What follows belongs to an exercise in optimizing a design on an open flow for small area, a short achievable clock period and few clock cycles per item; a production flow would make more cautious choices.
Function was checked by simulation only, so behaviour that the tests miss may differ from the original.
Power is estimated from default activity; no workload was simulated.

## flow/config.mk

```make
export PLATFORM = sky130hd
export DESIGN_NAME = shift_add_multiplier
export DESIGN_NICKNAME = shift_add_multiplier
export VERILOG_FILES = /design/flow/design.v
export SDC_FILE = /design/flow/constraint.sdc
export NUM_CORES = 4
export LEC_CHECK = 0
export CAP_MARGIN = 0
export CORE_MARGIN = 2
export CORE_UTILIZATION = 40
export CTS_BUF_LIST = sky130_fd_sc_hd__clkbuf_8
export GPL_TIMING_DRIVEN = 0
export SETUP_SLACK_MARGIN = 2.4
export SLEW_MARGIN = 0
export SYNTH_HIERARCHICAL = 1
```

## flow/constraint.sdc

```tcl
create_clock -name core_clock -period 5.0 [get_ports {clk}]
set_input_delay 1.0000 -clock core_clock [delete_from_list [all_inputs] [get_ports {clk}]]
set_output_delay 1.0000 -clock core_clock [all_outputs]
set_load 0.01 [all_outputs]
```

## flow/design.v

```verilog
`default_nettype none `timescale 1ns / 1ns
module shift_add_multiplier #(
    parameter integer WIDTH = 16
) (
    input wire clk,
    input wire reset_n,
    input wire tvalid_slave_1,
    input signed [WIDTH-1:0] tdata_slave_1,
    output wire tready_slave_1,
    input wire tvalid_slave_2,
    input signed [WIDTH-1:0] tdata_slave_2,
    output wire tready_slave_2,
    output reg tvalid_master,
    output reg signed [WIDTH-1:0] tdata_master,
    input wire tready_master
);
  reg held_1;
  reg held_2;
  reg [WIDTH-1:0] factor_a;
  reg [7:0] b_neg;
  reg [7:0] b_one;
  reg [7:0] b_two;
  wire [16:0] b_in = {tdata_slave_2, 1'b0};
  wire [7:0] b_in_neg, b_in_one, b_in_two;
  genvar gk;
  generate
    for (gk = 0; gk < 8; gk = gk + 1) begin : g_enc
      assign b_in_neg[gk] = b_in[2*gk+2];
      assign b_in_one[gk] = b_in[2*gk+1] ^ b_in[2*gk];
      assign b_in_two[gk] = (b_in[2*gk+2] & ~b_in[2*gk+1] & ~b_in[2*gk]) | (~b_in[2*gk+2] & b_in[2*gk+1] & b_in[2*gk]);
    end
  endgenerate
  wire [WIDTH-1:0] product;
  reg mid_valid_1;
  reg pipe_c188;
  reg pipe_c223;
  reg pipe_s225;
  reg pipe_s199;
  reg pipe_s228;
  reg pipe_c226;
  reg pipe_s248;
  reg pipe_c246;
  reg pipe_s251;
  reg pipe_c249;
  reg pipe_s254;
  reg pipe_c252;
  reg pipe_s257;
  reg pipe_c255;
  reg pipe_c258;
  reg pipe_g277;
  reg pipe_p278;
  reg pipe_g275;
  reg pipe_p276;
  reg pipe_g279;
  reg pipe_p280;
  reg pipe_G296;
  reg pipe_P297;
  reg pipe_g271;
  reg pipe_p272;
  reg pipe_G308;
  reg pipe_P309;
  reg pipe_p274;
  reg pipe_c229;
  reg pipe_x372;
  reg pipe_pp1;
  reg pipe_p266;
  reg pipe_r348;
  reg pipe_r349;
  wire room_1 = ~mid_valid_1 | ~tvalid_master;
  wire room_2 = ~tvalid_master;
  wire advance_1 = held_1 & held_2 & (room_1 | tready_master);
  wire advance_2 = mid_valid_1 & (room_2 | tready_master);
  wire input_transaction_1 = tvalid_slave_1 & tready_slave_1;
  wire input_transaction_2 = tvalid_slave_2 & tready_slave_2;
  sam_rdy u_rdy_1 (.held(held_1), .other(held_2), .room(room_1), .tready_master(tready_master), .tready(tready_slave_1));
  sam_rdy u_rdy_2 (.held(held_2), .other(held_1), .room(room_1), .tready_master(tready_master), .tready(tready_slave_2));
  always @(posedge clk) begin
    if (input_transaction_1) factor_a <= tdata_slave_1;
    if (input_transaction_2) begin
      b_neg <= b_in_neg;
      b_one <= b_in_one;
      b_two <= b_in_two;
    end
    if (advance_1) begin
      pipe_c188 <= c188;
      pipe_c223 <= c223;
      pipe_s225 <= s225;
      pipe_s199 <= s199;
      pipe_s228 <= s228;
      pipe_c226 <= c226;
      pipe_s248 <= s248;
      pipe_c246 <= c246;
      pipe_s251 <= s251;
      pipe_c249 <= c249;
      pipe_s254 <= s254;
      pipe_c252 <= c252;
      pipe_s257 <= s257;
      pipe_c255 <= c255;
      pipe_c258 <= c258;
      pipe_g277 <= g277;
      pipe_p278 <= p278;
      pipe_g275 <= g275;
      pipe_p276 <= p276;
      pipe_g279 <= g279;
      pipe_p280 <= p280;
      pipe_G296 <= G296;
      pipe_P297 <= P297;
      pipe_g271 <= g271;
      pipe_p272 <= p272;
      pipe_G308 <= G308;
      pipe_P309 <= P309;
      pipe_p274 <= p274;
      pipe_c229 <= c229;
      pipe_x372 <= x372;
      pipe_pp1 <= pp1;
      pipe_p266 <= p266;
      pipe_r348 <= r348;
      pipe_r349 <= r349;
    end
    if (advance_2) tdata_master <= product;
    if (!reset_n) begin
      held_1 <= 1'b0;
      held_2 <= 1'b0;
      mid_valid_1 <= 1'b0;
      tvalid_master <= 1'b0;
    end else begin
      held_1 <= input_transaction_1 | (held_1 & ~advance_1);
      held_2 <= input_transaction_2 | (held_2 & ~advance_1);
      mid_valid_1 <= advance_1 | (mid_valid_1 & ~advance_2);
      tvalid_master <= advance_2 | (tvalid_master & ~tready_master);
    end
  end
  wire [15:0] a = factor_a;
  wire pp1 = b_one[0] & a[0];
  wire pc2 = b_neg[0] & ~pp1;
  wire m3;
  sam_ao22 u_m3 (.x1(a[1]), .x2(a[0]), .one(b_one[0]), .two(b_two[0]), .m(m3));
  wire pp4;
  sam_x2 u_pp4 (.a(m3), .b(b_neg[0]), .y(pp4));
  wire m5;
  sam_ao22 u_m5 (.x1(a[2]), .x2(a[1]), .one(b_one[0]), .two(b_two[0]), .m(m5));
  wire pp6;
  sam_x2 u_pp6 (.a(m5), .b(b_neg[0]), .y(pp6));
  wire m7;
  sam_ao22 u_m7 (.x1(a[3]), .x2(a[2]), .one(b_one[0]), .two(b_two[0]), .m(m7));
  wire pp8;
  sam_x2 u_pp8 (.a(m7), .b(b_neg[0]), .y(pp8));
  wire m9;
  sam_ao22 u_m9 (.x1(a[4]), .x2(a[3]), .one(b_one[0]), .two(b_two[0]), .m(m9));
  wire pp10;
  sam_x2 u_pp10 (.a(m9), .b(b_neg[0]), .y(pp10));
  wire m11;
  sam_ao22 u_m11 (.x1(a[5]), .x2(a[4]), .one(b_one[0]), .two(b_two[0]), .m(m11));
  wire pp12;
  sam_x2 u_pp12 (.a(m11), .b(b_neg[0]), .y(pp12));
  wire m13;
  sam_ao22 u_m13 (.x1(a[6]), .x2(a[5]), .one(b_one[0]), .two(b_two[0]), .m(m13));
  wire pp14;
  sam_x2 u_pp14 (.a(m13), .b(b_neg[0]), .y(pp14));
  wire m15;
  sam_ao22 u_m15 (.x1(a[7]), .x2(a[6]), .one(b_one[0]), .two(b_two[0]), .m(m15));
  wire pp16;
  sam_x2 u_pp16 (.a(m15), .b(b_neg[0]), .y(pp16));
  wire m17;
  sam_ao22 u_m17 (.x1(a[8]), .x2(a[7]), .one(b_one[0]), .two(b_two[0]), .m(m17));
  wire pp18;
  sam_x2 u_pp18 (.a(m17), .b(b_neg[0]), .y(pp18));
  wire m19;
  sam_ao22 u_m19 (.x1(a[9]), .x2(a[8]), .one(b_one[0]), .two(b_two[0]), .m(m19));
  wire pp20;
  sam_x2 u_pp20 (.a(m19), .b(b_neg[0]), .y(pp20));
  wire m21;
  sam_ao22 u_m21 (.x1(a[10]), .x2(a[9]), .one(b_one[0]), .two(b_two[0]), .m(m21));
  wire pp22;
  sam_x2 u_pp22 (.a(m21), .b(b_neg[0]), .y(pp22));
  wire m23;
  sam_ao22 u_m23 (.x1(a[11]), .x2(a[10]), .one(b_one[0]), .two(b_two[0]), .m(m23));
  wire pp24;
  sam_x2 u_pp24 (.a(m23), .b(b_neg[0]), .y(pp24));
  wire m25;
  sam_ao22 u_m25 (.x1(a[12]), .x2(a[11]), .one(b_one[0]), .two(b_two[0]), .m(m25));
  wire pp26;
  sam_x2 u_pp26 (.a(m25), .b(b_neg[0]), .y(pp26));
  wire m27;
  sam_ao22 u_m27 (.x1(a[13]), .x2(a[12]), .one(b_one[0]), .two(b_two[0]), .m(m27));
  wire pp28;
  sam_x2 u_pp28 (.a(m27), .b(b_neg[0]), .y(pp28));
  wire m29;
  sam_ao22 u_m29 (.x1(a[14]), .x2(a[13]), .one(b_one[0]), .two(b_two[0]), .m(m29));
  wire pp30;
  sam_x2 u_pp30 (.a(m29), .b(b_neg[0]), .y(pp30));
  wire m31;
  sam_ao22 u_m31 (.x1(a[15]), .x2(a[14]), .one(b_one[0]), .two(b_two[0]), .m(m31));
  wire pp32;
  sam_x2 u_pp32 (.a(m31), .b(b_neg[0]), .y(pp32));
  wire pp33 = b_one[1] & a[0];
  wire pc34 = b_neg[1] & ~pp33;
  wire m35;
  sam_ao22 u_m35 (.x1(a[1]), .x2(a[0]), .one(b_one[1]), .two(b_two[1]), .m(m35));
  wire pp36;
  sam_x2 u_pp36 (.a(m35), .b(b_neg[1]), .y(pp36));
  wire m37;
  sam_ao22 u_m37 (.x1(a[2]), .x2(a[1]), .one(b_one[1]), .two(b_two[1]), .m(m37));
  wire pp38;
  sam_x2 u_pp38 (.a(m37), .b(b_neg[1]), .y(pp38));
  wire m39;
  sam_ao22 u_m39 (.x1(a[3]), .x2(a[2]), .one(b_one[1]), .two(b_two[1]), .m(m39));
  wire pp40;
  sam_x2 u_pp40 (.a(m39), .b(b_neg[1]), .y(pp40));
  wire m41;
  sam_ao22 u_m41 (.x1(a[4]), .x2(a[3]), .one(b_one[1]), .two(b_two[1]), .m(m41));
  wire pp42;
  sam_x2 u_pp42 (.a(m41), .b(b_neg[1]), .y(pp42));
  wire m43;
  sam_ao22 u_m43 (.x1(a[5]), .x2(a[4]), .one(b_one[1]), .two(b_two[1]), .m(m43));
  wire pp44;
  sam_x2 u_pp44 (.a(m43), .b(b_neg[1]), .y(pp44));
  wire m45;
  sam_ao22 u_m45 (.x1(a[6]), .x2(a[5]), .one(b_one[1]), .two(b_two[1]), .m(m45));
  wire pp46;
  sam_x2 u_pp46 (.a(m45), .b(b_neg[1]), .y(pp46));
  wire m47;
  sam_ao22 u_m47 (.x1(a[7]), .x2(a[6]), .one(b_one[1]), .two(b_two[1]), .m(m47));
  wire pp48;
  sam_x2 u_pp48 (.a(m47), .b(b_neg[1]), .y(pp48));
  wire m49;
  sam_ao22 u_m49 (.x1(a[8]), .x2(a[7]), .one(b_one[1]), .two(b_two[1]), .m(m49));
  wire pp50;
  sam_x2 u_pp50 (.a(m49), .b(b_neg[1]), .y(pp50));
  wire m51;
  sam_ao22 u_m51 (.x1(a[9]), .x2(a[8]), .one(b_one[1]), .two(b_two[1]), .m(m51));
  wire pp52;
  sam_x2 u_pp52 (.a(m51), .b(b_neg[1]), .y(pp52));
  wire m53;
  sam_ao22 u_m53 (.x1(a[10]), .x2(a[9]), .one(b_one[1]), .two(b_two[1]), .m(m53));
  wire pp54;
  sam_x2 u_pp54 (.a(m53), .b(b_neg[1]), .y(pp54));
  wire m55;
  sam_ao22 u_m55 (.x1(a[11]), .x2(a[10]), .one(b_one[1]), .two(b_two[1]), .m(m55));
  wire pp56;
  sam_x2 u_pp56 (.a(m55), .b(b_neg[1]), .y(pp56));
  wire m57;
  sam_ao22 u_m57 (.x1(a[12]), .x2(a[11]), .one(b_one[1]), .two(b_two[1]), .m(m57));
  wire pp58;
  sam_x2 u_pp58 (.a(m57), .b(b_neg[1]), .y(pp58));
  wire m59;
  sam_ao22 u_m59 (.x1(a[13]), .x2(a[12]), .one(b_one[1]), .two(b_two[1]), .m(m59));
  wire pp60;
  sam_x2 u_pp60 (.a(m59), .b(b_neg[1]), .y(pp60));
  wire pp61 = b_one[2] & a[0];
  wire pc62 = b_neg[2] & ~pp61;
  wire m63;
  sam_ao22 u_m63 (.x1(a[1]), .x2(a[0]), .one(b_one[2]), .two(b_two[2]), .m(m63));
  wire pp64;
  sam_x2 u_pp64 (.a(m63), .b(b_neg[2]), .y(pp64));
  wire m65;
  sam_ao22 u_m65 (.x1(a[2]), .x2(a[1]), .one(b_one[2]), .two(b_two[2]), .m(m65));
  wire pp66;
  sam_x2 u_pp66 (.a(m65), .b(b_neg[2]), .y(pp66));
  wire m67;
  sam_ao22 u_m67 (.x1(a[3]), .x2(a[2]), .one(b_one[2]), .two(b_two[2]), .m(m67));
  wire pp68;
  sam_x2 u_pp68 (.a(m67), .b(b_neg[2]), .y(pp68));
  wire m69;
  sam_ao22 u_m69 (.x1(a[4]), .x2(a[3]), .one(b_one[2]), .two(b_two[2]), .m(m69));
  wire pp70;
  sam_x2 u_pp70 (.a(m69), .b(b_neg[2]), .y(pp70));
  wire m71;
  sam_ao22 u_m71 (.x1(a[5]), .x2(a[4]), .one(b_one[2]), .two(b_two[2]), .m(m71));
  wire pp72;
  sam_x2 u_pp72 (.a(m71), .b(b_neg[2]), .y(pp72));
  wire m73;
  sam_ao22 u_m73 (.x1(a[6]), .x2(a[5]), .one(b_one[2]), .two(b_two[2]), .m(m73));
  wire pp74;
  sam_x2 u_pp74 (.a(m73), .b(b_neg[2]), .y(pp74));
  wire m75;
  sam_ao22 u_m75 (.x1(a[7]), .x2(a[6]), .one(b_one[2]), .two(b_two[2]), .m(m75));
  wire pp76;
  sam_x2 u_pp76 (.a(m75), .b(b_neg[2]), .y(pp76));
  wire m77;
  sam_ao22 u_m77 (.x1(a[8]), .x2(a[7]), .one(b_one[2]), .two(b_two[2]), .m(m77));
  wire pp78;
  sam_x2 u_pp78 (.a(m77), .b(b_neg[2]), .y(pp78));
  wire m79;
  sam_ao22 u_m79 (.x1(a[9]), .x2(a[8]), .one(b_one[2]), .two(b_two[2]), .m(m79));
  wire pp80;
  sam_x2 u_pp80 (.a(m79), .b(b_neg[2]), .y(pp80));
  wire m81;
  sam_ao22 u_m81 (.x1(a[10]), .x2(a[9]), .one(b_one[2]), .two(b_two[2]), .m(m81));
  wire pp82;
  sam_x2 u_pp82 (.a(m81), .b(b_neg[2]), .y(pp82));
  wire m83;
  sam_ao22 u_m83 (.x1(a[11]), .x2(a[10]), .one(b_one[2]), .two(b_two[2]), .m(m83));
  wire pp84;
  sam_x2 u_pp84 (.a(m83), .b(b_neg[2]), .y(pp84));
  wire pp85 = b_one[3] & a[0];
  wire pc86 = b_neg[3] & ~pp85;
  wire m87;
  sam_ao22 u_m87 (.x1(a[1]), .x2(a[0]), .one(b_one[3]), .two(b_two[3]), .m(m87));
  wire pp88;
  sam_x2 u_pp88 (.a(m87), .b(b_neg[3]), .y(pp88));
  wire m89;
  sam_ao22 u_m89 (.x1(a[2]), .x2(a[1]), .one(b_one[3]), .two(b_two[3]), .m(m89));
  wire pp90;
  sam_x2 u_pp90 (.a(m89), .b(b_neg[3]), .y(pp90));
  wire m91;
  sam_ao22 u_m91 (.x1(a[3]), .x2(a[2]), .one(b_one[3]), .two(b_two[3]), .m(m91));
  wire pp92;
  sam_x2 u_pp92 (.a(m91), .b(b_neg[3]), .y(pp92));
  wire m93;
  sam_ao22 u_m93 (.x1(a[4]), .x2(a[3]), .one(b_one[3]), .two(b_two[3]), .m(m93));
  wire pp94;
  sam_x2 u_pp94 (.a(m93), .b(b_neg[3]), .y(pp94));
  wire m95;
  sam_ao22 u_m95 (.x1(a[5]), .x2(a[4]), .one(b_one[3]), .two(b_two[3]), .m(m95));
  wire pp96;
  sam_x2 u_pp96 (.a(m95), .b(b_neg[3]), .y(pp96));
  wire m97;
  sam_ao22 u_m97 (.x1(a[6]), .x2(a[5]), .one(b_one[3]), .two(b_two[3]), .m(m97));
  wire pp98;
  sam_x2 u_pp98 (.a(m97), .b(b_neg[3]), .y(pp98));
  wire m99;
  sam_ao22 u_m99 (.x1(a[7]), .x2(a[6]), .one(b_one[3]), .two(b_two[3]), .m(m99));
  wire pp100;
  sam_x2 u_pp100 (.a(m99), .b(b_neg[3]), .y(pp100));
  wire m101;
  sam_ao22 u_m101 (.x1(a[8]), .x2(a[7]), .one(b_one[3]), .two(b_two[3]), .m(m101));
  wire pp102;
  sam_x2 u_pp102 (.a(m101), .b(b_neg[3]), .y(pp102));
  wire m103;
  sam_ao22 u_m103 (.x1(a[9]), .x2(a[8]), .one(b_one[3]), .two(b_two[3]), .m(m103));
  wire pp104;
  sam_x2 u_pp104 (.a(m103), .b(b_neg[3]), .y(pp104));
  wire pp105 = b_one[4] & a[0];
  wire pc106 = b_neg[4] & ~pp105;
  wire m107;
  sam_ao22 u_m107 (.x1(a[1]), .x2(a[0]), .one(b_one[4]), .two(b_two[4]), .m(m107));
  wire pp108;
  sam_x2 u_pp108 (.a(m107), .b(b_neg[4]), .y(pp108));
  wire m109;
  sam_ao22 u_m109 (.x1(a[2]), .x2(a[1]), .one(b_one[4]), .two(b_two[4]), .m(m109));
  wire pp110;
  sam_x2 u_pp110 (.a(m109), .b(b_neg[4]), .y(pp110));
  wire m111;
  sam_ao22 u_m111 (.x1(a[3]), .x2(a[2]), .one(b_one[4]), .two(b_two[4]), .m(m111));
  wire pp112;
  sam_x2 u_pp112 (.a(m111), .b(b_neg[4]), .y(pp112));
  wire m113;
  sam_ao22 u_m113 (.x1(a[4]), .x2(a[3]), .one(b_one[4]), .two(b_two[4]), .m(m113));
  wire pp114;
  sam_x2 u_pp114 (.a(m113), .b(b_neg[4]), .y(pp114));
  wire m115;
  sam_ao22 u_m115 (.x1(a[5]), .x2(a[4]), .one(b_one[4]), .two(b_two[4]), .m(m115));
  wire pp116;
  sam_x2 u_pp116 (.a(m115), .b(b_neg[4]), .y(pp116));
  wire m117;
  sam_ao22 u_m117 (.x1(a[6]), .x2(a[5]), .one(b_one[4]), .two(b_two[4]), .m(m117));
  wire pp118;
  sam_x2 u_pp118 (.a(m117), .b(b_neg[4]), .y(pp118));
  wire m119;
  sam_ao22 u_m119 (.x1(a[7]), .x2(a[6]), .one(b_one[4]), .two(b_two[4]), .m(m119));
  wire pp120;
  sam_x2 u_pp120 (.a(m119), .b(b_neg[4]), .y(pp120));
  wire pp121 = b_one[5] & a[0];
  wire pc122 = b_neg[5] & ~pp121;
  wire m123;
  sam_ao22 u_m123 (.x1(a[1]), .x2(a[0]), .one(b_one[5]), .two(b_two[5]), .m(m123));
  wire pp124;
  sam_x2 u_pp124 (.a(m123), .b(b_neg[5]), .y(pp124));
  wire m125;
  sam_ao22 u_m125 (.x1(a[2]), .x2(a[1]), .one(b_one[5]), .two(b_two[5]), .m(m125));
  wire pp126;
  sam_x2 u_pp126 (.a(m125), .b(b_neg[5]), .y(pp126));
  wire m127;
  sam_ao22 u_m127 (.x1(a[3]), .x2(a[2]), .one(b_one[5]), .two(b_two[5]), .m(m127));
  wire pp128;
  sam_x2 u_pp128 (.a(m127), .b(b_neg[5]), .y(pp128));
  wire m129;
  sam_ao22 u_m129 (.x1(a[4]), .x2(a[3]), .one(b_one[5]), .two(b_two[5]), .m(m129));
  wire pp130;
  sam_x2 u_pp130 (.a(m129), .b(b_neg[5]), .y(pp130));
  wire m131;
  sam_ao22 u_m131 (.x1(a[5]), .x2(a[4]), .one(b_one[5]), .two(b_two[5]), .m(m131));
  wire pp132;
  sam_x2 u_pp132 (.a(m131), .b(b_neg[5]), .y(pp132));
  wire pp133 = b_one[6] & a[0];
  wire pc134 = b_neg[6] & ~pp133;
  wire m135;
  sam_ao22 u_m135 (.x1(a[1]), .x2(a[0]), .one(b_one[6]), .two(b_two[6]), .m(m135));
  wire pp136;
  sam_x2 u_pp136 (.a(m135), .b(b_neg[6]), .y(pp136));
  wire m137;
  sam_ao22 u_m137 (.x1(a[2]), .x2(a[1]), .one(b_one[6]), .two(b_two[6]), .m(m137));
  wire pp138;
  sam_x2 u_pp138 (.a(m137), .b(b_neg[6]), .y(pp138));
  wire m139;
  sam_ao22 u_m139 (.x1(a[3]), .x2(a[2]), .one(b_one[6]), .two(b_two[6]), .m(m139));
  wire pp140;
  sam_x2 u_pp140 (.a(m139), .b(b_neg[6]), .y(pp140));
  wire pp141 = b_one[7] & a[0];
  wire pc142 = b_neg[7] & ~pp141;
  wire m143;
  sam_ao22 u_m143 (.x1(a[1]), .x2(a[0]), .one(b_one[7]), .two(b_two[7]), .m(m143));
  wire pp144;
  sam_x2 u_pp144 (.a(m143), .b(b_neg[7]), .y(pp144));
  wire s145, s146;
  sam_ha u_s145 (.a(pc122), .b(pp24), .s(s145), .co(s146));
  wire xy147;
  sam_x2 u_xy147 (.a(pp133), .b(pp26), .y(xy147));
  wire s148;
  sam_x2 u_s148 (.a(xy147), .b(pp54), .y(s148));
  wire c149;
  sam_maj u_c149 (.a(pp133), .b(pp26), .c(pp54), .y(c149));
  wire xy150;
  sam_x2 u_xy150 (.a(pc134), .b(pp28), .y(xy150));
  wire s151;
  sam_x2 u_s151 (.a(xy150), .b(pp56), .y(s151));
  wire c152;
  sam_maj u_c152 (.a(pc134), .b(pp28), .c(pp56), .y(c152));
  wire s153, s154;
  sam_ha u_s153 (.a(pp80), .b(pp100), .s(s153), .co(s154));
  wire xy155;
  sam_x2 u_xy155 (.a(pp141), .b(pp30), .y(xy155));
  wire s156;
  sam_x2 u_s156 (.a(xy155), .b(pp58), .y(s156));
  wire c157;
  sam_maj u_c157 (.a(pp141), .b(pp30), .c(pp58), .y(c157));
  wire xy158;
  sam_x2 u_xy158 (.a(pp82), .b(pp102), .y(xy158));
  wire s159;
  sam_x2 u_s159 (.a(xy158), .b(pp118), .y(s159));
  wire c160;
  sam_maj u_c160 (.a(pp82), .b(pp102), .c(pp118), .y(c160));
  wire s161, s162;
  sam_ha u_s161 (.a(pc86), .b(pp16), .s(s161), .co(s162));
  wire xy163;
  sam_x2 u_xy163 (.a(pp105), .b(pp18), .y(xy163));
  wire s164;
  sam_x2 u_s164 (.a(xy163), .b(pp46), .y(s164));
  wire c165;
  sam_maj u_c165 (.a(pp105), .b(pp18), .c(pp46), .y(c165));
  wire xy166;
  sam_x2 u_xy166 (.a(pc106), .b(pp20), .y(xy166));
  wire s167;
  sam_x2 u_s167 (.a(xy166), .b(pp48), .y(s167));
  wire c168;
  sam_maj u_c168 (.a(pc106), .b(pp20), .c(pp48), .y(c168));
  wire s169, s170;
  sam_ha u_s169 (.a(pp72), .b(pp92), .s(s169), .co(s170));
  wire xy171;
  sam_x2 u_xy171 (.a(pp121), .b(pp22), .y(xy171));
  wire s172;
  sam_x2 u_s172 (.a(xy171), .b(pp50), .y(s172));
  wire c173;
  sam_maj u_c173 (.a(pp121), .b(pp22), .c(pp50), .y(c173));
  wire xy174;
  sam_x2 u_xy174 (.a(pp74), .b(pp94), .y(xy174));
  wire s175;
  sam_x2 u_s175 (.a(xy174), .b(pp110), .y(s175));
  wire c176;
  sam_maj u_c176 (.a(pp74), .b(pp94), .c(pp110), .y(c176));
  wire xy177;
  sam_x2 u_xy177 (.a(pp52), .b(pp76), .y(xy177));
  wire s178;
  sam_x2 u_s178 (.a(xy177), .b(pp96), .y(s178));
  wire c179;
  sam_maj u_c179 (.a(pp52), .b(pp76), .c(pp96), .y(c179));
  wire xy180;
  sam_x2 u_xy180 (.a(pp112), .b(pp124), .y(xy180));
  wire s181;
  sam_x2 u_s181 (.a(xy180), .b(s145), .y(s181));
  wire c182;
  sam_maj u_c182 (.a(pp112), .b(pp124), .c(s145), .y(c182));
  wire xy183;
  sam_x2 u_xy183 (.a(pp78), .b(pp98), .y(xy183));
  wire s184;
  sam_x2 u_s184 (.a(xy183), .b(pp114), .y(s184));
  wire c185;
  sam_maj u_c185 (.a(pp78), .b(pp98), .c(pp114), .y(c185));
  wire xy186;
  sam_x2 u_xy186 (.a(pp126), .b(s146), .y(xy186));
  wire s187;
  sam_x2 u_s187 (.a(xy186), .b(s148), .y(s187));
  wire c188;
  sam_maj u_c188 (.a(pp126), .b(s146), .c(s148), .y(c188));
  wire xy189;
  sam_x2 u_xy189 (.a(pp116), .b(pp128), .y(xy189));
  wire s190;
  sam_x2 u_s190 (.a(xy189), .b(pp136), .y(s190));
  wire c191;
  sam_maj u_c191 (.a(pp116), .b(pp128), .c(pp136), .y(c191));
  wire xy192;
  sam_x2 u_xy192 (.a(s153), .b(c149), .y(xy192));
  wire s193;
  sam_x2 u_s193 (.a(xy192), .b(s151), .y(s193));
  wire c194;
  sam_maj u_c194 (.a(s153), .b(c149), .c(s151), .y(c194));
  wire xy195;
  sam_x2 u_xy195 (.a(pp130), .b(pp138), .y(xy195));
  wire s196;
  sam_x2 u_s196 (.a(xy195), .b(s154), .y(s196));
  wire c197;
  sam_maj u_c197 (.a(pp130), .b(pp138), .c(s154), .y(c197));
  wire xy198;
  sam_x2 u_xy198 (.a(c152), .b(s156), .y(xy198));
  wire s199;
  sam_x2 u_s199 (.a(xy198), .b(s159), .y(s199));
  wire c200;
  sam_maj u_c200 (.a(c152), .b(s156), .c(s159), .y(c200));
  wire s201, s202;
  sam_ha u_s201 (.a(pc62), .b(pp12), .s(s201), .co(s202));
  wire xy203;
  sam_x2 u_xy203 (.a(pp85), .b(pp14), .y(xy203));
  wire s204;
  sam_x2 u_s204 (.a(xy203), .b(pp42), .y(s204));
  wire c205;
  sam_maj u_c205 (.a(pp85), .b(pp14), .c(pp42), .y(c205));
  wire xy206;
  sam_x2 u_xy206 (.a(pp44), .b(pp68), .y(xy206));
  wire s207;
  sam_x2 u_s207 (.a(xy206), .b(pp88), .y(s207));
  wire c208;
  sam_maj u_c208 (.a(pp44), .b(pp68), .c(pp88), .y(c208));
  wire xy209;
  sam_x2 u_xy209 (.a(pp70), .b(pp90), .y(xy209));
  wire s210;
  sam_x2 u_s210 (.a(xy209), .b(s162), .y(s210));
  wire c211;
  sam_maj u_c211 (.a(pp70), .b(pp90), .c(s162), .y(c211));
  wire xy212;
  sam_x2 u_xy212 (.a(pp108), .b(s169), .y(xy212));
  wire s213;
  sam_x2 u_s213 (.a(xy212), .b(c165), .y(s213));
  wire c214;
  sam_maj u_c214 (.a(pp108), .b(s169), .c(c165), .y(c214));
  wire xy215;
  sam_x2 u_xy215 (.a(s170), .b(c168), .y(xy215));
  wire s216;
  sam_x2 u_s216 (.a(xy215), .b(s172), .y(s216));
  wire c217;
  sam_maj u_c217 (.a(s170), .b(c168), .c(s172), .y(c217));
  wire xy218;
  sam_x2 u_xy218 (.a(c173), .b(c176), .y(xy218));
  wire s219;
  sam_x2 u_s219 (.a(xy218), .b(s178), .y(s219));
  wire c220;
  sam_maj u_c220 (.a(c173), .b(c176), .c(s178), .y(c220));
  wire xy221;
  sam_x2 u_xy221 (.a(c179), .b(s184), .y(xy221));
  wire s222;
  sam_x2 u_s222 (.a(xy221), .b(c182), .y(s222));
  wire c223;
  sam_maj u_c223 (.a(c179), .b(s184), .c(c182), .y(c223));
  wire xy224;
  sam_x2 u_xy224 (.a(c185), .b(s190), .y(xy224));
  wire s225;
  sam_x2 u_s225 (.a(xy224), .b(s193), .y(s225));
  wire c226;
  sam_maj u_c226 (.a(c185), .b(s190), .c(s193), .y(c226));
  wire xy227;
  sam_x2 u_xy227 (.a(c191), .b(s196), .y(xy227));
  wire s228;
  sam_x2 u_s228 (.a(xy227), .b(c194), .y(s228));
  wire c229;
  sam_maj u_c229 (.a(c191), .b(s196), .c(c194), .y(c229));
  wire s230, s231;
  sam_ha u_s230 (.a(pc34), .b(pp8), .s(s230), .co(s231));
  wire xy232;
  sam_x2 u_xy232 (.a(pp61), .b(pp10), .y(xy232));
  wire s233;
  sam_x2 u_s233 (.a(xy232), .b(pp38), .y(s233));
  wire c234;
  sam_maj u_c234 (.a(pp61), .b(pp10), .c(pp38), .y(c234));
  wire xy235;
  sam_x2 u_xy235 (.a(pp40), .b(pp64), .y(xy235));
  wire s236;
  sam_x2 u_s236 (.a(xy235), .b(s201), .y(s236));
  wire c237;
  sam_maj u_c237 (.a(pp40), .b(pp64), .c(s201), .y(c237));
  wire xy238;
  sam_x2 u_xy238 (.a(pp66), .b(s202), .y(xy238));
  wire s239;
  sam_x2 u_s239 (.a(xy238), .b(s204), .y(s239));
  wire c240;
  sam_maj u_c240 (.a(pp66), .b(s202), .c(s204), .y(c240));
  wire xy241;
  sam_x2 u_xy241 (.a(s161), .b(c205), .y(xy241));
  wire s242;
  sam_x2 u_s242 (.a(xy241), .b(s207), .y(s242));
  wire c243;
  sam_maj u_c243 (.a(s161), .b(c205), .c(s207), .y(c243));
  wire xy244;
  sam_x2 u_xy244 (.a(c208), .b(s164), .y(xy244));
  wire s245;
  sam_x2 u_s245 (.a(xy244), .b(s210), .y(s245));
  wire c246;
  sam_maj u_c246 (.a(c208), .b(s164), .c(s210), .y(c246));
  wire xy247;
  sam_x2 u_xy247 (.a(s167), .b(c211), .y(xy247));
  wire s248;
  sam_x2 u_s248 (.a(xy247), .b(s213), .y(s248));
  wire c249;
  sam_maj u_c249 (.a(s167), .b(c211), .c(s213), .y(c249));
  wire xy250;
  sam_x2 u_xy250 (.a(s175), .b(c214), .y(xy250));
  wire s251;
  sam_x2 u_s251 (.a(xy250), .b(s216), .y(s251));
  wire c252;
  sam_maj u_c252 (.a(s175), .b(c214), .c(s216), .y(c252));
  wire xy253;
  sam_x2 u_xy253 (.a(s181), .b(s219), .y(xy253));
  wire s254;
  sam_x2 u_s254 (.a(xy253), .b(c217), .y(s254));
  wire c255;
  sam_maj u_c255 (.a(s181), .b(s219), .c(c217), .y(c255));
  wire xy256;
  sam_x2 u_xy256 (.a(s187), .b(c220), .y(xy256));
  wire s257;
  sam_x2 u_s257 (.a(xy256), .b(s222), .y(s257));
  wire c258;
  sam_maj u_c258 (.a(s187), .b(c220), .c(s222), .y(c258));
  wire xy259;
  sam_x2 u_xy259 (.a(pipe_c188), .b(pipe_c223), .y(xy259));
  wire s260;
  sam_x2 u_s260 (.a(xy259), .b(pipe_s225), .y(s260));
  wire c261;
  sam_maj u_c261 (.a(pipe_c188), .b(pipe_c223), .c(pipe_s225), .y(c261));
  wire xy262;
  sam_x2 u_xy262 (.a(pipe_s199), .b(pipe_s228), .y(xy262));
  wire s263;
  sam_x2 u_s263 (.a(xy262), .b(pipe_c226), .y(s263));
  wire c264;
  sam_maj u_c264 (.a(pipe_s199), .b(pipe_s228), .c(pipe_c226), .y(c264));
  wire g265 = pc2 & pp4;
  wire p266 = pc2 ^ pp4;
  wire g267 = pp33 & pp6;
  wire p268 = pp33 ^ pp6;
  wire g269 = pp36 & s230;
  wire p270 = pp36 ^ s230;
  wire g271 = s233 & s231;
  wire p272 = s233 ^ s231;
  wire g273 = s236 & c234;
  wire p274 = s236 ^ c234;
  wire g275 = s239 & c237;
  wire p276 = s239 ^ c237;
  wire g277 = s242 & c240;
  wire p278 = s242 ^ c240;
  wire g279 = s245 & c243;
  wire p280 = s245 ^ c243;
  wire g281 = pipe_s248 & pipe_c246;
  wire p282 = pipe_s248 ^ pipe_c246;
  wire g283 = pipe_s251 & pipe_c249;
  wire p284 = pipe_s251 ^ pipe_c249;
  wire g285 = pipe_s254 & pipe_c252;
  wire p286 = pipe_s254 ^ pipe_c252;
  wire g287 = pipe_s257 & pipe_c255;
  wire p288 = pipe_s257 ^ pipe_c255;
  wire g289 = s260 & pipe_c258;
  wire p290 = s260 ^ pipe_c258;
  wire g291 = s263 & c261;
  wire p292 = s263 ^ c261;
  wire P293 = p266 & pp1;
  wire G294 = g269 | (p270 & g267);
  wire P295 = p270 & p268;
  wire G296 = g273 | (p274 & g271);
  wire P297 = p274 & p272;
  wire G298 = pipe_g277 | (pipe_p278 & pipe_g275);
  wire P299 = pipe_p278 & pipe_p276;
  wire G300 = g281 | (p282 & pipe_g279);
  wire P301 = p282 & pipe_p280;
  wire G302 = g285 | (p286 & g283);
  wire P303 = p286 & p284;
  wire G304 = g289 | (p290 & g287);
  wire P305 = p290 & p288;
  wire G306 = g267 | (p268 & g265);
  wire P307 = p268 & P293;
  wire G308 = G294 | (P295 & g265);
  wire P309 = P295 & P293;
  wire G310 = pipe_g275 | (pipe_p276 & pipe_G296);
  wire P311 = pipe_p276 & pipe_P297;
  wire G312 = G298 | (P299 & pipe_G296);
  wire P313 = P299 & pipe_P297;
  wire G314 = g283 | (p284 & G300);
  wire P315 = p284 & P301;
  wire G316 = G302 | (P303 & G300);
  wire P317 = P303 & P301;
  wire G318 = g291 | (p292 & G304);
  wire P319 = p292 & P305;
  wire G320 = pipe_g271 | (pipe_p272 & pipe_G308);
  wire P321 = pipe_p272 & pipe_P309;
  wire G322 = pipe_G296 | (pipe_P297 & pipe_G308);
  wire P323 = pipe_P297 & pipe_P309;
  wire G324 = G310 | (P311 & pipe_G308);
  wire P325 = P311 & pipe_P309;
  wire G326 = G312 | (P313 & pipe_G308);
  wire P327 = P313 & pipe_P309;
  wire G328 = g287 | (p288 & G316);
  wire P329 = p288 & P317;
  wire G330 = G304 | (P305 & G316);
  wire P331 = P305 & P317;
  wire G332 = G318 | (P319 & G316);
  wire P333 = P319 & P317;
  wire G334 = pipe_g279 | (pipe_p280 & G326);
  wire P335 = pipe_p280 & P327;
  wire G336 = G300 | (P301 & G326);
  wire P337 = P301 & P327;
  wire G338 = G314 | (P315 & G326);
  wire P339 = P315 & P327;
  wire G340 = G316 | (P317 & G326);
  wire P341 = P317 & P327;
  wire G342 = G328 | (P329 & G326);
  wire P343 = P329 & P327;
  wire G344 = G330 | (P331 & G326);
  wire P345 = P331 & P327;
  wire G346 = G332 | (P333 & G326);
  wire P347 = P333 & P327;
  wire r348 = p268 ^ g265;
  wire r349 = p270 ^ G306;
  wire r350 = pipe_p272 ^ pipe_G308;
  wire r351 = pipe_p274 ^ G320;
  wire r352 = pipe_p276 ^ G322;
  wire r353 = pipe_p278 ^ G324;
  wire r354 = pipe_p280 ^ G326;
  wire r355 = p282 ^ G334;
  wire r356 = p284 ^ G336;
  wire r357 = p286 ^ G338;
  wire r358 = p288 ^ G340;
  wire r359 = p290 ^ G342;
  wire r360 = p292 ^ G344;
  wire x361;
  sam_x2 u_x361 (.a(pc142), .b(pp104), .y(x361));
  wire x362;
  sam_x2 u_x362 (.a(pp120), .b(pp132), .y(x362));
  wire x363;
  sam_x2 u_x363 (.a(pp140), .b(pp144), .y(x363));
  wire x364;
  sam_x2 u_x364 (.a(pp32), .b(pp60), .y(x364));
  wire x365;
  sam_x2 u_x365 (.a(pp84), .b(x361), .y(x365));
  wire x366;
  sam_x2 u_x366 (.a(x362), .b(x363), .y(x366));
  wire x367;
  sam_x2 u_x367 (.a(x364), .b(c157), .y(x367));
  wire x368;
  sam_x2 u_x368 (.a(c160), .b(x365), .y(x368));
  wire x369;
  sam_x2 u_x369 (.a(x366), .b(x367), .y(x369));
  wire x370;
  sam_x2 u_x370 (.a(c197), .b(x368), .y(x370));
  wire x371;
  sam_x2 u_x371 (.a(x369), .b(c200), .y(x371));
  wire x372;
  sam_x2 u_x372 (.a(x370), .b(x371), .y(x372));
  wire x373;
  sam_x2 u_x373 (.a(pipe_c229), .b(pipe_x372), .y(x373));
  wire x374;
  sam_x2 u_x374 (.a(c264), .b(x373), .y(x374));
  wire x375;
  sam_x2 u_x375 (.a(x374), .b(G346), .y(x375));
  assign product = {x375, r360, r359, r358, r357, r356, r355, r354, r353, r352, r351, r350, pipe_r349, pipe_r348, pipe_p266, pipe_pp1};
endmodule
module sam_rdy (
    input wire held,
    input wire other,
    input wire room,
    input wire tready_master,
    output wire tready
);
  assign tready = ~held | (other & (room | tready_master));
endmodule
module sam_fa (
    input wire a,
    input wire b,
    input wire c,
    output wire s,
    output wire co
);
  assign s  = a ^ b ^ c;
  assign co = (a & b) | (a & c) | (b & c);
endmodule
module sam_ha (
    input wire a,
    input wire b,
    output wire s,
    output wire co
);
  assign s  = a ^ b;
  assign co = a & b;
endmodule
module sam_x2 (
    input wire a,
    input wire b,
    output wire y
);
  assign y = a ^ b;
endmodule
module sam_maj (
    input wire a,
    input wire b,
    input wire c,
    output wire y
);
  assign y = (a & b) | (a & c) | (b & c);
endmodule
module sam_ao22 (
    input wire x1,
    input wire x2,
    input wire one,
    input wire two,
    output wire m
);
  assign m = (one & x1) | (two & x2);
endmodule
module sam_bsel (
    input wire x1,
    input wire x2,
    input wire one,
    input wire two,
    input wire neg,
    output wire pp
);
  assign pp = ((one & x1) | (two & x2)) ^ neg;
endmodule
```

## flow/flow/run.sh

```bash
#!/bin/bash
set -euo pipefail
export BUFFER_PORTS_ARGS="-buffer_cell sky130_fd_sc_hd__buf_1"
export CTS_ARGS="-sink_clustering_enable -repair_clock_nets -buf_list sky130_fd_sc_hd__clkbuf_8 -sink_clustering_size 24 -dont_use_dummy_load"
bash standard.sh > standard.log 2>&1
```

## flow/standard.sh

```bash
#!/bin/bash
# synth_recipe.tcl (not shown) runs the flow's synth.tcl, then flattens the netlist and writes it again
# the make line also repeats each setting of config.mk as NAME=value (left out here)
make -C /OpenROAD-flow-scripts/flow DESIGN_CONFIG=/design/flow/config.mk WORK_HOME=/design/flow/orfs CLKGATE_MAP_FILE= SYNTH_SCRIPT=/design/flow/synth_recipe.tcl "${@:-finish}"
```

==> impl_metrics.json, run 1 <==
{
  "hp-class": "flop to flop",
  "ir_drop_mv": 0.179,
  "dpl_cell_area_mm2": 0.00647,
  "grt_pass1_wl_mm": 18.6,
  "synth.most_common_cell": "xor2_1",
  "drc": 0,
  "worstPathRequired_ps": 5100,
  "initial_core_util_pct": 41.2,
  "wirelength_mm": 11.1,
  "finalNonFillerCells": 747,
  "grt_max_degree": 34,
  "synth-edff-count": 89,
  "ys_ff_latch": 93,
  "min_to": "tdata_master[3]$_DFFE_PP_",
  "die_y_um": 127,
  "reg2reg_depth": 6,
  "drt-pass1-iter-count": 4,
  "viasPerCell": 5.18,
  "worstMarginPinSlew_ps": 1150,
  "post-route-period-util_pct": 49.6,
  "ys_warn_count": 7,
  "power_density_mw_per_mm2": 354,
  "clock-sinks": 93,
  "max-cap-violations": 0,
  "start_kind": "flop",
  "nNetsFinal": 625,
  "cp_slowest_cell": "edfxtp_1",
  "fp.dieW_um": 127,
  "syn_inst": 477,
  "cts_tree": "done",
  "post-dp-hpwl_mm": 8.03,
  "drt_iter0_markers": 151,
  "row_count": 44,
  "max-slew-margin-rel_pct": 23.5,
  "antenna_found_initial": 0,
  "rsz0062_at_grt": "yes",
  "ant_nets": 0,
  "drive_gt1_share_pct": 13.0,
  "synth_compound_area_share_pct": 12.5,
  "syn_to_final_growth_pct": 12.4,
  "synth_top_area_share_pct": 44.3,
  "synth_top_family_by_area": "XOR/XNOR gates",
  "synthXorXnorAreaFrac_pct": 24.1,
  "status": "timing/DRC/antenna clean",
  "fin_skew_ps": 30.4,
  "leakagePower_nw": 2.62,
  "r2r_start": "b_one[0]$_DFFE_PP_",
  "final.fill_count": 1368,
  "critPathArrivalTime_ps": 2580,
  "hold_buffers": 0,
  "synthSimpleGateAreaFrac_pct": 6.12,
  "die-area_mm2": 0.0161,
  "finalSetupViolations": 0,
  "wire_per_inst_um": 14.9,
  "yosysUniqueCellTypes": 32,
  "cp_slowest_stage_delay_ps": 530,
  "worstHoldStart": "pipe_r349$_DFFE_PP_",
  "vias": 3868,
  "dpl.cell_count": 716,
  "cp_cell_sequence": "a22o_1 -> xor2_1 -> ha_1 -> maj3_2 -> xor2_1 -> maj3_2",
  "antenna_cells": 0,
  "synth_fa_ha_area_share_pct": 11.6,
  "hold_violations": 0,
  "crit_type": "flop to flop",
  "slew_viol_final": 0,
  "synth_area_leader_cell": "edfxtp_1",
  "synth_mux_area_share_pct": 0,
  "core_mm2": 0.0146,
  "synth.top_cells.by_count": "162 x xor2_1, 89 x edfxtp_1, 64 x a22o_1",
  "finalCriticalPeriod_ps": 2480,
  "grtUsageTotal_pct": 14.7,
  "grt_pass1_vias": 3791,
  "fmax_mhz": 403,
  "ys.flop_type": "edfxtp_1",
  "syn_area_per_cell_um2": 12.6,
  "num_io_pins": 56,
  "end_kind": "flop",
  "crit_fanout": 6,
  "path_clk_slew_ps": 90,
  "clk_latency_ps": 380,
  "ff2ff_setup_slack_ps": 2520,
  "ctsRootBufferMaster": "clkbuf_8",
  "holdPathStages": 0,
  "mappedNetlistArea_mm2": 0.00603,
  "finalSetupTns_ps": 0,
  "htreeDepth": 3,
  "grt.overflow.total": 0,
  "ys_seq_area_share_pct": 45.6,
  "fin_area_mm2": 0.00678,
  "cts_inserted_buffers": 9,
  "gp_congestion": 0.819,
  "async_flop_share_pct": 0,
  "port_buffers": 55,
  "cts_buffer_depth": 2,
  "synth_nets": 537,
  "r2r_end": "pipe_c258$_DFFE_PP_",
  "yosys-top-cells-area": "edfxtp_1 44%, xor2_1 24%, a22o_1 9.3%"
}
critical path, delay by kind of cell, from the launching register on:
kind / cells / cell delay (ps)
AO/OA/AOI/OAI: 1 / 290
flip-flops: 1 / 530
adder cells (fa/ha/maj): 3 / 960
XOR/XNOR: 2 / 430
layer usage:
| metal | track usage [%] | wire length (um) |
|---|---|---|
| met3 | 2.57 | 401 |
| met1 | 18.0 | 5060 |
| met2 | 25.0 | 5410 |
| met5 | 0 | 0 |
| met4 | 7.05 | 245 |
cell families (layout without fill, tap and decap cells):
| family | count (synthesis) | after routing |
|---|---|---|
| xor gates and xnor gates | 166 | 166 |
| AOI/OAI and AO/OA | 94 | 94 |
| DFF | 93 | 93 |
| and+or+nand+nor | 64 | 64 |
| adders and majority gates | 59 | 59 |
| buffers and inverters | 1 | 87 |
worst max-delay path by stage:
stage,from,to,slack [ps],depth (start not counted)
floorplan,b_one[0]$_DFFE_PP_,pipe_c258$_DFFE_PP_,2650,6
global placement,tready_master,tdata_master[15]$_DFFE_PP_,2230,3
detailed placement,tready_master,pipe_x372$_DFFE_PP_,2210,5
CTS,b_one[2]$_DFFE_PP_,pipe_c258$_DFFE_PP_,2480,7
global route,b_two[2]$_DFFE_PP_,pipe_c258$_DFFE_PP_,2360,7
finish,b_one[0]$_DFFE_PP_,pipe_c258$_DFFE_PP_,2520,6
cells in the final DEF, fill, tap and decap left out, drive strengths merged, types with 2 or more instances in the layout:
master  count
a21boi      2
a21o        5
a21oi       5
a22o       64
and2       11
buf        77
clkbuf      9
dfxtp       4
edfxtp     89
ha         22
maj3       36
nand2       7
nand2b      8
nand3       2
nand3b      7
nand4       2
nor2        9
nor2b      13
o21a        3
o21ai      11
xnor2       4
xor2      162
state kept, by name, summed over array words and instances (netlist names), 8 cells and up:
register	count
b_two	8
b_neg	8
factor_a	16
tdata_master	16
b_one	8
modules after synthesis (local to each module, per instance):
module | cells | times used
shift_add_multiplier | 216 | 1
sam_ha | 1 | 6
sam_maj | 1 | 36
sam_ao22 | 1 | 64
sam_rdy | 2 | 2
sam_x2 | 1 | 151
timing repair:
action,CTS,global route
endpoints found under the setup margin,1,20
cloned,0,0
gates resized for setup,0,3
buffers inserted,15,7
area by class of cell:
cell class	instances	area [um^2]	share of cell area, %
multi-input combinational	383	3290	48.6
sequential	93	2750	40.6
timing repair buffer	77	372	5.48
tap	184	230	3.40
clock buffer	9	124	1.83
inverter	1	7.51	0.111
per-stage QoR:
step | power (mW) | worst slack (ps) | utilization (%) | hold WS (ps)
floorplan | 1.84 | 2650 | - | 400
global placement | 2.00 | 2230 | 44.2 | 404
detailed placement | 2.02 | 2210 | 44.2 | 405
CTS | 2.43 | 2480 | 45.8 | 423
global route | 2.58 | 2360 | 46.3 | 429
finish | 2.40 | 2520 | 46.3 | 421
power by group:
group | switching, mW | leakage (nW) | internal [mW]
Sequential | 0.0675 | 0.866 | 1.00
Clock | 0.225 | 0.0647 | 0.161
Combinational | 0.488 | 1.69 | 0.456
Total | 0.780 | 2.62 | 1.62
Testbench counts, summed over its fixed seeds: cycles 1,224, items 1,200.
==> inputs of run 2 (changes only) <==
--- a/flow/config.mk
+++ b/flow/config.mk
@@ -10,6 +10,6 @@
 export CORE_UTILIZATION = 40
 export CTS_BUF_LIST = sky130_fd_sc_hd__clkbuf_8
 export GPL_TIMING_DRIVEN = 0
-export SETUP_SLACK_MARGIN = 2.4
+export SETUP_SLACK_MARGIN = 2.65
 export SLEW_MARGIN = 0
 export SYNTH_HIERARCHICAL = 1
==> run 2 against run 1 <==
  * Still clean on timing, DRC and antenna
  * Worst hold slack worse by 0.69 ps
  * Setup slack better by 64 ps
  * Clock skew up 0.69 ps
  * Die area unchanged
  * Utilization up 3.5 points
  * Synthesized area unchanged
  * Wire length up 5.9%
  * Critical path depth down 2
  * Combinational power up 11%
  * Sequential share of layout area down 2.8 points
  * Non-clock buffer count up 30
  * Flip-flop and latch count unchanged
  * Largest power group unchanged
  * Highest routed layer unchanged
==> impl_metrics.json, run 2 <==
{
  "drc": 0,
  "async_flop_share_pct": 0,
  "syn_area_per_cell_um2": 12.6,
  "ff2ff_setup_slack_ps": 2620,
  "slew_viol_final": 0,
  "cts_tree": "done",
  "nNetsFinal": 656,
  "post-route-period-util_pct": 48.3,
  "worstMarginPinSlew_ps": 1150,
  "finalCriticalPeriod_ps": 2420,
  "use_met1_pct": 19.8,
  "gp_congestion": 0.833,
  "ctsRootBufferMaster": "clkbuf_8",
  "cts_inserted_buffers": 9,
  "end_kind": "output pin",
  "hp-class": "flop to flop",
  "ys_warn_count": 7,
  "grtUsageTotal_pct": 15.3,
  "final_cell_mix": "141 x xor2_1, 89 x edfxtp_1, 64 x a22o_1",
  "wire_per_inst_um": 15.1,
  "synth.most_common_cell": "xor2_1",
  "top_usage_layer": "met2",
  "grt.overflow.total": 0,
  "drt_iter0_markers": 160,
  "syn_inst": 477,
  "finalNonFillerCells": 778,
  "r2r_start": "factor_a[7]$_DFFE_PP_",
  "max-cap-violations": 0,
  "grt_pass1_wl_mm": 19.4,
  "synth_top_area_share_pct": 44.3,
  "antenna_cells": 0,
  "ys.flop_type": "edfxtp_1",
  "drt-pass1-iter-count": 4,
  "viasPerCell": 5.08,
  "finalSetupTns_ps": 0,
  "endpoint": "tready_slave_2",
  "initial_core_util_pct": 41.2,
  "grt_max_degree": 26,
  "cts_buffer_depth": 2,
  "hold_violations": 0,
  "yosys-top-cells-area": "edfxtp_1 44%, xor2_1 24%, a22o_1 9.3%",
  "num_io_pins": 56,
  "power_density_mw_per_mm2": 342,
  "grt_pass1_vias": 3907,
  "ir_drop_mv": 0.161,
  "post-dp-hpwl_mm": 8.08,
  "crit_fanout": 3,
  "clock-sinks": 93,
  "vias": 3949,
  "clk_latency_ps": 390,
  "die_y_um": 127,
  "antenna_found_initial": 0,
  "row_count": 44,
  "worstPathRequired_ps": 4000,
  "syn_to_final_growth_pct": 20.8,
  "htreeDepth": 3,
  "fp.dieW_um": 127,
  "final_common_cell": "xor2_1",
  "rsz0062_at_grt": "yes",
  "crit_type": "primary input to output pin",
  "max-slew-margin-rel_pct": 23.7,
  "yosysUniqueCellTypes": 32,
  "dpl.cell_count": 716,
  "mappedNetlistArea_mm2": 0.00603,
  "r2r_end": "pipe_c226$_DFFE_PP_",
  "largestRegisters": "factor_a: 16 flops, tdata_master: 16 flops",
  "critPathArrivalTime_ps": 1420,
  "crit_path_start": "tready_master",
  "finalSetupViolations": 0,
  "synth.top_cells.by_count": "162 x xor2_1, 89 x edfxtp_1, 64 x a22o_1",
  "port_buffers": 55,
  "status": "timing/DRC/antenna clean",
  "fmax_mhz": 414,
  "regArea_mm2": 0.00275,
  "synth_nets": 537,
  "synth-edff-count": 89,
  "grt_use_met3_pct": 2.28,
  "ys_seq_area_share_pct": 45.6,
  "final.fill_count": 1318,
  "start_kind": "primary input",
  "die-area_mm2": 0.0161,
  "core_mm2": 0.0146,
  "drive_gt1_share_pct": 21.9,
  "ant_nets": 0,
  "fin_skew_ps": 31.1,
  "reg2reg_depth": 7,
  "multi_input_area_mm2": 0.00346,
  "synth_area_leader_cell": "edfxtp_1",
  "ys_ff_latch": 93,
  "leakagePower_nw": 2.84,
  "use_met2_pct": 25.4,
  "path_clk_slew_ps": 70,
  "wirelength_mm": 11.8
}
==> run 2: cell counts after synthesis <==
No cell type changed its count.
==> run 2: Yosys stat by module, one instance, submodules excluded <==
module	flip-flops and latches	area [um^2]	cells inside	copies in the design
shift_add_multiplier	93	3650	216	1
sam_maj	0	11.3	1	36
sam_ha	0	12.5	1	6
sam_x2	0	8.76	1	151
sam_rdy	0	8.76	2	2
sam_ao22	0	8.76	1	64
==> run 2: cell type report <==
cell class / instances / area share, %
flip-flops and latches: 93 / 37.8
repair buffers: 107 / 9.70
well taps: 184 / 3.16
multi-input cells: 383 / 47.5
clock buffers: 9 / 1.70
repair inverters: 1 / 0.103
inverters: 1 / 0.103
==> run 2: per-stage QoR <==
step	hold slack [ps]	utilization, %	worst slack, ps	instance area, um^2	power (mW)
floorplan	400	-	2670	6030	1.84
detailed placement	405	44.2	2180	6470	2.02
CTS	422	48.0	2590	7030	2.46
global placement	404	44.2	2240	6470	2.00
global route	429	49.8	2500	7290	2.67
finish	420	49.8	2580	7290	2.49
==> run 2: per-layer routing <==
layer | vias to the layer above | routed length, um | share of wire, %
met5 | - | 0 | 0
met4 | 0 | 192 | 1.6
met3 | 15 | 340 | 2.9
met2 | 67 | 5820 | 49
met1 | 1875 | 5420 | 46
li1 | 1992 | - | -
==> run 2: critical path, stage by stage <==
cell     delay [ps]
buf_6           100
o21ai_2         100
nand2_1          70
buf_2           140
==> run 2: worst min-delay path by stage <==
| stage | start | end | slack (ps) | depth (start not counted) |
|---|---|---|---|---|
| after detailed placement | pipe_r348$_DFFE_PP_ | tdata_master[2]$_DFFE_PP_ | 400 | 0 |
| after floorplan | pipe_pp1$_DFFE_PP_ | tdata_master[0]$_DFFE_PP_ | 400 | 0 |
| after CTS | pipe_r348$_DFFE_PP_ | tdata_master[2]$_DFFE_PP_ | 420 | 0 |
| after global routing | pipe_r348$_DFFE_PP_ | tdata_master[2]$_DFFE_PP_ | 430 | 0 |
| final | pipe_r348$_DFFE_PP_ | tdata_master[2]$_DFFE_PP_ | 420 | 0 |
| after global placement | pipe_r349$_DFFE_PP_ | tdata_master[3]$_DFFE_PP_ | 400 | 0 |
==> run 2: power breakdown <==
group | internal, mW | switching, mW
clock network | 0.161 | 0.226
registers | 1.00 | 0.0520
logic | 0.517 | 0.533
total | 1.68 | 0.811
==> run 2: what timing repair did <==
action / CTS / global route
setup endpoints to repair: 53 / 40
resized for setup: 21 / 26
cloned: 1 / 0
hold endpoints to repair: 0 / 0
pin swaps: 17 / 25
buffers inserted: 37 / 15
hold buffers: 0 / 0
==> run 2: kinds of logic (layout without fill, tap and decap cells) <==
logic type	after synthesis	in the layout	share of synthesized area [%]
xor gates and xnor gates	166	166	24.1
AOI/OAI and AO/OA	94	94	12.5
DFF	93	93	45.6
and+or+nand+nor	64	64	6.12
adders and majority gates	59	59	11.6
buffers and inverters	1	118	0.0622
==> inputs of run 3 (changes only) <==
--- a/flow/design.v
+++ b/flow/design.v
@@ -32,27 +32,29 @@
   endgenerate
   wire [WIDTH-1:0] product;
   reg mid_valid_1;
+  reg pipe_s181;
+  reg pipe_s219;
+  reg pipe_c217;
+  reg pipe_s187;
+  reg pipe_c220;
+  reg pipe_s222;
   reg pipe_c188;
   reg pipe_c223;
   reg pipe_s225;
   reg pipe_s199;
   reg pipe_s228;
   reg pipe_c226;
+  reg pipe_s245;
+  reg pipe_c243;
   reg pipe_s248;
   reg pipe_c246;
   reg pipe_s251;
   reg pipe_c249;
-  reg pipe_s254;
   reg pipe_c252;
-  reg pipe_s257;
-  reg pipe_c255;
-  reg pipe_c258;
   reg pipe_g277;
   reg pipe_p278;
   reg pipe_g275;
   reg pipe_p276;
-  reg pipe_g279;
-  reg pipe_p280;
   reg pipe_G296;
   reg pipe_P297;
   reg pipe_g271;
@@ -60,8 +62,9 @@
   reg pipe_G308;
   reg pipe_P309;
   reg pipe_p274;
+  reg pipe_x370;
+  reg pipe_x371;
   reg pipe_c229;
-  reg pipe_x372;
   reg pipe_pp1;
   reg pipe_p266;
   reg pipe_r348;
@@ -82,27 +85,29 @@
       b_two <= b_in_two;
     end
     if (advance_1) begin
+      pipe_s181 <= s181;
+      pipe_s219 <= s219;
+      pipe_c217 <= c217;
+      pipe_s187 <= s187;
+      pipe_c220 <= c220;
+      pipe_s222 <= s222;
       pipe_c188 <= c188;
       pipe_c223 <= c223;
       pipe_s225 <= s225;
       pipe_s199 <= s199;
       pipe_s228 <= s228;
       pipe_c226 <= c226;
+      pipe_s245 <= s245;
+      pipe_c243 <= c243;
       pipe_s248 <= s248;
       pipe_c246 <= c246;
       pipe_s251 <= s251;
       pipe_c249 <= c249;
-      pipe_s254 <= s254;
       pipe_c252 <= c252;
-      pipe_s257 <= s257;
-      pipe_c255 <= c255;
-      pipe_c258 <= c258;
       pipe_g277 <= g277;
       pipe_p278 <= p278;
       pipe_g275 <= g275;
       pipe_p276 <= p276;
-      pipe_g279 <= g279;
-      pipe_p280 <= p280;
       pipe_G296 <= G296;
       pipe_P297 <= P297;
       pipe_g271 <= g271;
@@ -110,8 +115,9 @@
       pipe_G308 <= G308;
       pipe_P309 <= P309;
       pipe_p274 <= p274;
+      pipe_x370 <= x370;
+      pipe_x371 <= x371;
       pipe_c229 <= c229;
-      pipe_x372 <= x372;
       pipe_pp1 <= pp1;
       pipe_p266 <= p266;
       pipe_r348 <= r348;
@@ -608,17 +614,17 @@
   wire c252;
   sam_maj u_c252 (.a(s175), .b(c214), .c(s216), .y(c252));
   wire xy253;
-  sam_x2 u_xy253 (.a(s181), .b(s219), .y(xy253));
+  sam_x2 u_xy253 (.a(pipe_s181), .b(pipe_s219), .y(xy253));
   wire s254;
-  sam_x2 u_s254 (.a(xy253), .b(c217), .y(s254));
+  sam_x2 u_s254 (.a(xy253), .b(pipe_c217), .y(s254));
   wire c255;
-  sam_maj u_c255 (.a(s181), .b(s219), .c(c217), .y(c255));
+  sam_maj u_c255 (.a(pipe_s181), .b(pipe_s219), .c(pipe_c217), .y(c255));
   wire xy256;
-  sam_x2 u_xy256 (.a(s187), .b(c220), .y(xy256));
+  sam_x2 u_xy256 (.a(pipe_s187), .b(pipe_c220), .y(xy256));
   wire s257;
-  sam_x2 u_s257 (.a(xy256), .b(s222), .y(s257));
+  sam_x2 u_s257 (.a(xy256), .b(pipe_s222), .y(s257));
   wire c258;
-  sam_maj u_c258 (.a(s187), .b(c220), .c(s222), .y(c258));
+  sam_maj u_c258 (.a(pipe_s187), .b(pipe_c220), .c(pipe_s222), .y(c258));
   wire xy259;
   sam_x2 u_xy259 (.a(pipe_c188), .b(pipe_c223), .y(xy259));
   wire s260;
@@ -645,18 +651,18 @@
   wire p276 = s239 ^ c237;
   wire g277 = s242 & c240;
   wire p278 = s242 ^ c240;
-  wire g279 = s245 & c243;
-  wire p280 = s245 ^ c243;
+  wire g279 = pipe_s245 & pipe_c243;
+  wire p280 = pipe_s245 ^ pipe_c243;
   wire g281 = pipe_s248 & pipe_c246;
   wire p282 = pipe_s248 ^ pipe_c246;
   wire g283 = pipe_s251 & pipe_c249;
   wire p284 = pipe_s251 ^ pipe_c249;
-  wire g285 = pipe_s254 & pipe_c252;
-  wire p286 = pipe_s254 ^ pipe_c252;
-  wire g287 = pipe_s257 & pipe_c255;
-  wire p288 = pipe_s257 ^ pipe_c255;
-  wire g289 = s260 & pipe_c258;
-  wire p290 = s260 ^ pipe_c258;
+  wire g285 = s254 & pipe_c252;
+  wire p286 = s254 ^ pipe_c252;
+  wire g287 = s257 & c255;
+  wire p288 = s257 ^ c255;
+  wire g289 = s260 & c258;
+  wire p290 = s260 ^ c258;
   wire g291 = s263 & c261;
   wire p292 = s263 ^ c261;
   wire P293 = p266 & pp1;
@@ -666,8 +672,8 @@
   wire P297 = p274 & p272;
   wire G298 = pipe_g277 | (pipe_p278 & pipe_g275);
   wire P299 = pipe_p278 & pipe_p276;
-  wire G300 = g281 | (p282 & pipe_g279);
-  wire P301 = p282 & pipe_p280;
+  wire G300 = g281 | (p282 & g279);
+  wire P301 = p282 & p280;
   wire G302 = g285 | (p286 & g283);
   wire P303 = p286 & p284;
   wire G304 = g289 | (p290 & g287);
@@ -700,8 +706,8 @@
   wire P331 = P305 & P317;
   wire G332 = G318 | (P319 & G316);
   wire P333 = P319 & P317;
-  wire G334 = pipe_g279 | (pipe_p280 & G326);
-  wire P335 = pipe_p280 & P327;
+  wire G334 = g279 | (p280 & G326);
+  wire P335 = p280 & P327;
   wire G336 = G300 | (P301 & G326);
   wire P337 = P301 & P327;
   wire G338 = G314 | (P315 & G326);
@@ -720,7 +726,7 @@
   wire r351 = pipe_p274 ^ G320;
   wire r352 = pipe_p276 ^ G322;
   wire r353 = pipe_p278 ^ G324;
-  wire r354 = pipe_p280 ^ G326;
+  wire r354 = p280 ^ G326;
   wire r355 = p282 ^ G334;
   wire r356 = p284 ^ G336;
   wire r357 = p286 ^ G338;
@@ -750,9 +756,9 @@
   wire x371;
   sam_x2 u_x371 (.a(x369), .b(c200), .y(x371));
   wire x372;
-  sam_x2 u_x372 (.a(x370), .b(x371), .y(x372));
+  sam_x2 u_x372 (.a(pipe_x370), .b(pipe_x371), .y(x372));
   wire x373;
-  sam_x2 u_x373 (.a(pipe_c229), .b(pipe_x372), .y(x373));
+  sam_x2 u_x373 (.a(pipe_c229), .b(x372), .y(x373));
   wire x374;
   sam_x2 u_x374 (.a(c264), .b(x373), .y(x374));
   wire x375;
==> flow/flow/run.sh (replaced) <==
#!/bin/bash
# The standard layout (standard.sh), with the port buffers that global
# placement inserts made from the smallest buffer cell, and clock tree
# synthesis building larger sink clusters without dummy loads.
set -euo pipefail
export BUFFER_PORTS_ARGS="-buffer_cell sky130_fd_sc_hd__buf_1"
export CTS_ARGS="-sink_clustering_enable -repair_clock_nets -buf_list sky130_fd_sc_hd__clkbuf_8 -sink_clustering_size 24 -dont_use_dummy_load"
bash standard.sh > standard.log 2>&1
--- a/flow/config.mk
+++ b/flow/config.mk
@@ -10,6 +10,6 @@
 export CORE_UTILIZATION = 40
 export CTS_BUF_LIST = sky130_fd_sc_hd__clkbuf_8
 export GPL_TIMING_DRIVEN = 0
-export SETUP_SLACK_MARGIN = 2.65
+export SETUP_SLACK_MARGIN = 2.4
 export SLEW_MARGIN = 0
 export SYNTH_HIERARCHICAL = 1
==> run 3 against run 2 <==
  * Still clean
  * Die area is 2.1% higher
  * Maximum frequency decreased by 3.2%
  * Design area down 6.6%
  * Synthesized area rose by 2.2%
  * Synthesized cell count increased by 0.84%
  * Non-clock buffer count is 44 lower
  * Register-to-register slack got worse by 110 ps
  * Largest power group unchanged
  * Highest routed layer unchanged
==> impl_metrics.json, run 3 <==
{
  "endpoint": "tdata_master[15]$_DFFE_PP_",
  "synth_area_leader_cell": "edfxtp_1",
  "clk_latency_ps": 380,
  "crit_fanout": 5,
  "drive_gt1_share_pct": 10.7,
  "pwr-share-clk_pct": 16.7,
  "r2r_end": "tdata_master[15]$_DFFE_PP_",
  "ctsRootBufferMaster": "clkbuf_8",
  "htreeDepth": 3,
  "route.met3.wl_um": 435,
  "synth.most_common_cell": "xor2_1",
  "critPathArrivalTime_ps": 2610,
  "clock-sinks": 96,
  "post-route-period-util_pct": 49.9,
  "ys_ff_latch": 96,
  "fp.dieW_um": 128,
  "wl_met1_mm": 5.17,
  "ir_drop_mv": 0.153,
  "synth_top_area_share_pct": 44.8,
  "yosysUniqueCellTypes": 38,
  "crit_path_start": "pipe_c220$_DFFE_PP_",
  "cts_inserted_buffers": 9,
  "final_core_util_pct": 45.0,
  "p_total_mw": 2.35,
  "syn_area_per_cell_um2": 12.8,
  "end_kind": "flop",
  "syn_inst": 481,
  "row_count": 45,
  "grt.overflow.total": 0,
  "status": "timing/DRC/antenna clean",
  "initial_core_util_pct": 40.7,
  "finalNonFillerCells": 740,
  "die_y_um": 128,
  "hold_violations": 0,
  "finalHoldWorstSlack_ps": 420,
  "worstPathRequired_ps": 5110,
  "port_buffers": 55,
  "ant_nets": 0,
  "antenna_found_initial": 0,
  "nNetsFinal": 614,
  "die-area_mm2": 0.0164,
  "wirelength_mm": 11.2,
  "cts_tree": "done",
  "path_clk_slew_ps": 80,
  "p_seq_share_pct": 46.9,
  "power.internal_mw": 1.60,
  "power_switching_uw": 747,
  "viasPerCell": 5.19,
  "finalCriticalPeriod_ps": 2490
}
==> run 3: cell count changes in the layout (fill, tap and decap cells not counted), sizes merged, moves of 2 or more <==
| cell | before | now |
|---|---|---|
| buf | 107 | 63 |
| clkinvlp | 2 | 0 |
| a32oi | 0 | 2 |
| xor2 | 162 | 160 |
| a31o | 0 | 2 |
| edfxtp | 89 | 92 |
| nor2 | 9 | 5 |
==> run 3: area by class of cell <==
cell class	instances	area, um^2
plain buffers	1	11.3
clock buffers	9	124
fillers	1370	8330
inverters	1	3.75
multi-input cells	383	3310
flip-flops and latches	96	2840
well taps	188	235
repair buffers	62	284
==> run 3: repair_timing <==
| item | CTS | global route |
|---|---|---|
| hold buffers | 0 | 0 |
| setup endpoints to repair | 0 | 1 |
| setup buffers | 0 | 6 |
==> run 3: worst max-delay path, stage by stage, from the launching register on <==
cell      delay, ps
edfxtp_1        420
maj3_2          330
ha_1            360
a21o_1          210
or4_1           540
a31o_1          240
xor2_1          150
==> run 3: power by group through the flow <==
stage	logic (mW)	clock network (mW)	registers (mW)
after floorplan	0.702	0	1.10
after global placement	0.837	0	1.12
after detailed placement	0.850	0	1.12
after CTS	0.854	0.411	1.11
after global routing	0.967	0.440	1.11
final	0.855	0.392	1.10
==> run 3: logic make-up (layout without fill, tap and decap cells) <==
family | after synthesis | in the layout | share of synthesized area, %
xor gates and xnor gates | 164 | 164 | 23.3
adders and majority gates | 59 | 59 | 11.5
DFF | 96 | 96 | 46.1
buffers and inverters | 2 | 73 | 0.243
and+or+nand+nor | 56 | 56 | 5.40
AOI/OAI and AO/OA | 104 | 104 | 13.5
==> run 3: worst min path at each step <==
stage                                    from                        end  cells past startpoint
after global placement    pipe_r349$_DFFE_PP_  tdata_master[3]$_DFFE_PP_                      0
after detailed placement  pipe_r348$_DFFE_PP_  tdata_master[2]$_DFFE_PP_                      0
after global routing      pipe_r348$_DFFE_PP_  tdata_master[2]$_DFFE_PP_                      0
final                     pipe_r348$_DFFE_PP_  tdata_master[2]$_DFFE_PP_                      0
after floorplan            pipe_pp1$_DFFE_PP_  tdata_master[0]$_DFFE_PP_                      0
after CTS                 pipe_r348$_DFFE_PP_  tdata_master[2]$_DFFE_PP_                      0
==> run 3: per-module statistics from Yosys, one instance, submodules excluded <==
module / flip-flops and latches / cells
sam_x2: 0 / 1
sam_ao22: 0 / 1
sam_maj: 0 / 1
sam_ha: 0 / 1
shift_add_multiplier: 96 / 220
sam_rdy: 0 / 2
==> run 3: metal layers <==
layer,vias to the layer above,GRT usage (%)
li1,1944,-
met1,1793,18.0
met2,85,23.8
met3,15,3.59
met4,0,5.88
met5,-,0
Testbench counts of run 3, summed over its fixed seeds: cycles 1,224, items 1,200.

==> port drivers added, routing unchanged <==
How much do the figures lean on ideal ports? The routed layouts below were timed once more, with nothing changed but the port constraints.
Step 1 sets driving cells, clkbuf_16 on the clock port and buf_2 on the other inputs (assumed; they add their load-dependent delay and slew).
Step 2 times the ports against the registers' clock, not the clock port: input delays grow and output delays shrink by t, the midpoint of the rising clock arrivals with the driver on.
Three values: no drivers, after step 1, after step 2; two values: the first two.
run	shift t [ns]	slack for setup (ns)
run 1	0.399	2.521 / 2.521 / 2.236
run 2	0.405	2.584 / 2.541 / 2.400
run 3	0.397	2.505 / 2.502 / 2.367
After both steps setup and hold are still met in every run listed.
